This design comes from an exercise in tuning for small area on the open sky130 flow, not from production work.
At most, simulation tests tie the RTL to the original design; equivalence was not proved.
Power figures rest on the tool's default switching activity, not on a simulated workload.

## main
==> module alu, before the edit <==
module alu(
   input  [15:0] A,      
   input  [15:0] B,      
   input  [2:0]  op,     
   input  [3:0]  imm,    
   output [15:0] Out
   );
   wire        sub = ~op[1] & op[0];
   wire [15:0] bx  = B ^ {16{sub}};
   wire [15:0] g = A & bx, p = A ^ bx;
   wire [3:0]  bg, bp;
   wire [4:0]  bc;
   wire [15:0] c;
   assign bc[0] = sub;
   genvar j, m;
   generate
      for (j = 0; j < 4; j = j + 1) begin : g_blk
         assign bg[j] = g[4*j+3] | (p[4*j+3] & (g[4*j+2] | (p[4*j+2] &
                        (g[4*j+1] | (p[4*j+1] & g[4*j])))));
         assign bp[j] = p[4*j+3] & p[4*j+2] & p[4*j+1] & p[4*j];
         assign bc[j+1] = bg[j] | (bp[j] & bc[j]);
         assign c[4*j] = bc[j];
         for (m = 1; m < 4; m = m + 1) begin : g_in
            assign c[4*j+m] = g[4*j+m-1] | (p[4*j+m-1] & c[4*j+m-1]);
         end
      end
   endgenerate
   wire [15:0] sum = p ^ c;
   wire [15:0] lg  = op[0] ? (A | B) : (A & B);
   wire right = op[1] ^ op[0];
   wire left  = ~right;
   wire rl    = op[1] & op[0];
   wire fill  = op[1] & ~op[0] & A[15];
   wire [15:0] d [0:4];
   assign d[0] = A;
   genvar s, i;
   generate
      for (s = 0; s < 4; s = s + 1) begin : g_st
         localparam integer SH = 1 << s;
         localparam Q = s & 1;                  
         wire n  = ~imm[s];
         wire l  = left  & imm[s];
         wire r  = right & imm[s];
         wire lr = rl    & imm[s];
         for (i = 0; i < 16; i = i + 1) begin : g_bit
            wire dl, dr, sl;
            if (i >= SH) begin
               assign dl = d[s][i-SH];
               assign sl = l;
            end else if (Q == 0) begin
               assign dl = d[s][i-SH+16];       
               assign sl = lr;
            end else begin
               assign dl = d[s][i-SH+16] | ~rl;  
               assign sl = l;
            end
            if (i + SH <= 15)
               assign dr = d[s][i+SH];
            else
               assign dr = fill ^ Q;            
            assign d[s+1][i] = ~((n & d[s][i]) | (sl & dl) | (r & dr));
         end
      end
   endgenerate
   wire s_sh = op[2], s_lg = ~op[2] & op[1], s_sum = ~op[2] & ~op[1];
   assign Out = ~(({16{s_sh}} & ~d[4]) | ({16{s_lg}} & ~lg) | ({16{s_sum}} & ~sum));
endmodule
Settings: LEC_CHECK=0, CAP_MARGIN=10, CORE_MARGIN=2, CORE_UTILIZATION=40, PLACE_DENSITY=0.55, SLEW_MARGIN=10; clock period 12.0 ns.
standard.sh (not shown) runs the stock make flow with config.mk's settings and CLKGATE_MAP_FILE= SYNTH_SCRIPT=/design/flow/synth_recipe.tcl, a recipe that flattens the netlist after the stock synthesis.
==> flow/flow/run.sh <==
#!/bin/bash
# ORFS synthesis with an area-oriented abc script (registers as in the
# standard synthesis), then the standard layout with smaller port buffers
# and a clock tree without dummy loads. Each tool's output goes to its own
# log in this folder (and ORFS's per-step logs under orfs/logs).
set -euo pipefail
W=$(pwd)

bash standard.sh synth \
  SYNTH_SCRIPT=$W/flow/synth.tcl MY_ABC_SCRIPT=$W/flow/area.abc \
  > $W/flow_synth.log 2>&1

bash standard.sh finish \
  "BUFFER_PORTS_ARGS=-buffer_cell sky130_fd_sc_hd__buf_1" \
  "CTS_ARGS=-sink_clustering_enable -repair_clock_nets -dont_use_dummy_load -buf_list sky130_fd_sc_hd__clkbuf_4 -sink_clustering_size 10 -sink_clustering_max_diameter 40" \
  > $W/flow_finish.log 2>&1
==> flow/flow/area.abc <==
&get -n; &st; &nf -a -R 1000; &put
==> flow/flow/synth.tcl <==
proc synth {args} { yosys synth -nofsm -noshare {*}$args }
proc abc {args} {
  set i [lsearch -exact $args -script]
  if { $i >= 0 && [info exists ::env(MY_ABC_SCRIPT)] } { lset args [expr {$i + 1}] $::env(MY_ABC_SCRIPT) }
  yosys abc {*}$args
}
source $::env(SCRIPTS_DIR)/synth.tcl
# left out here: clear keep_hierarchy, flatten, clean up, hide names made inside functions, write 1_2_yosys.v
Setup changes, main to the feature branch
==> flow/design.v, changed modules only <==
module alu(
   input  [15:0] A,      
   input  [15:0] B,      
   input  [2:0]  op,     
   input  [3:0]  imm,    
   output [15:0] Out
   );
   wire        sub = ~op[1] & op[0];
   wire [15:0] bx  = B ^ {16{sub}};
   wire [15:0] sum = A + bx + {15'd0, sub};
   wire [15:0] lg  = op[0] ? (A | B) : (A & B);
   wire right = op[1] ^ op[0];
   wire left  = ~right;
   wire rl    = op[1] & op[0];
   wire fill  = op[1] & ~op[0] & A[15];
   wire [15:0] d [0:4];
   assign d[0] = A;
   genvar s, i;
   generate
      for (s = 0; s < 4; s = s + 1) begin : g_st
         localparam integer SH = 1 << s;
         localparam Q = s & 1;                  
         wire n  = ~imm[s];
         wire l  = left  & imm[s];
         wire r  = right & imm[s];
         wire lr = rl    & imm[s];
         for (i = 0; i < 16; i = i + 1) begin : g_bit
            wire dl, dr, sl;
            if (i >= SH) begin
               assign dl = d[s][i-SH];
               assign sl = l;
            end else if (Q == 0) begin
               assign dl = d[s][i-SH+16];       
               assign sl = lr;
            end else begin
               assign dl = d[s][i-SH+16] | ~rl;  
               assign sl = l;
            end
            if (i + SH <= 15)
               assign dr = d[s][i+SH];
            else
               assign dr = fill ^ Q;            
            assign d[s+1][i] = ~((n & d[s][i]) | (sl & dl) | (r & dr));
         end
      end
   endgenerate
   wire s_sh = op[2], s_lg = ~op[2] & op[1], s_sum = ~op[2] & ~op[1];
   assign Out = ~(({16{s_sh}} & ~d[4]) | ({16{s_lg}} & ~lg) | ({16{s_sum}} & ~sum));
endmodule
--- outcome ---
The feature branch ended with every stage complete and zero timing, DRC or antenna violations.
The feature branch vs. main: synthesized cell count now sits higher; critical path depth now sits lower; maximum fanout along the worst path now sits higher.
Final cell count: the feature branch vs main up about 1.7%
The feature branch vs. main: die area went up by 1.0%.
Sort main and the feature branch by worst hold slack desc -> top: main
Combinational power share up 2.3 points in the feature branch wrt main
Of main and the feature branch, main shows the higher power in the clock group, with the feature branch below it.
Max sequential share of layout area across main and the feature branch: the feature branch
[the feature branch] wire length on met3 fell 430 µm relative to main
In the feature branch the fraction of the mapped netlist area in compound gates turned out 1.6 points higher than in main.
Compared the feature branch vs main, and final clock skew is down in the feature branch.
Function not checked in main: the RTL went through the layout flow alone.

-- re-timing with driven ports --
The results above use ideal ports. As a check the final layouts listed here were re-extracted and re-timed, cells and wires unchanged.
Step 1 (the two cells are an assumption about what drives the block):
set clk [get_ports {clk}]
set_driving_cell -lib_cell sky130_fd_sc_hd__clkbuf_16 $clk
set_driving_cell -lib_cell sky130_fd_sc_hd__buf_2 [delete_from_list [all_inputs] $clk]
Step 2 adds t to the input delays and takes it off the output delays; t is the mean of the earliest and latest rising clock arrival at the registers after step 1. Input paths then give back, and output paths get back, about the clock's delay inside the block.
a / b / c = ideal / step 1 / step 2; a / b = the first two.
| run | t, ns | slack for setup (ns) | clock arrival spread, ns | slew at the worst register clock pin (ns) | cell pins on the clock port's net |
|---|---|---|---|---|---|
| main | 0.665 | 0.949 / 0.891 / 0.891 | 0.091 / 0.091 | 0.11 / 0.11 | 1 |
| the feature branch | 0.660 | 1.979 / 1.954 / 1.954 | 0.059 / 0.058 | 0.12 / 0.12 | 1 |
After both steps setup and hold are still met in every run listed. The setup slack of main, which loses most, moves by -0.058 ns with the drivers and by -0.058 ns with both steps.
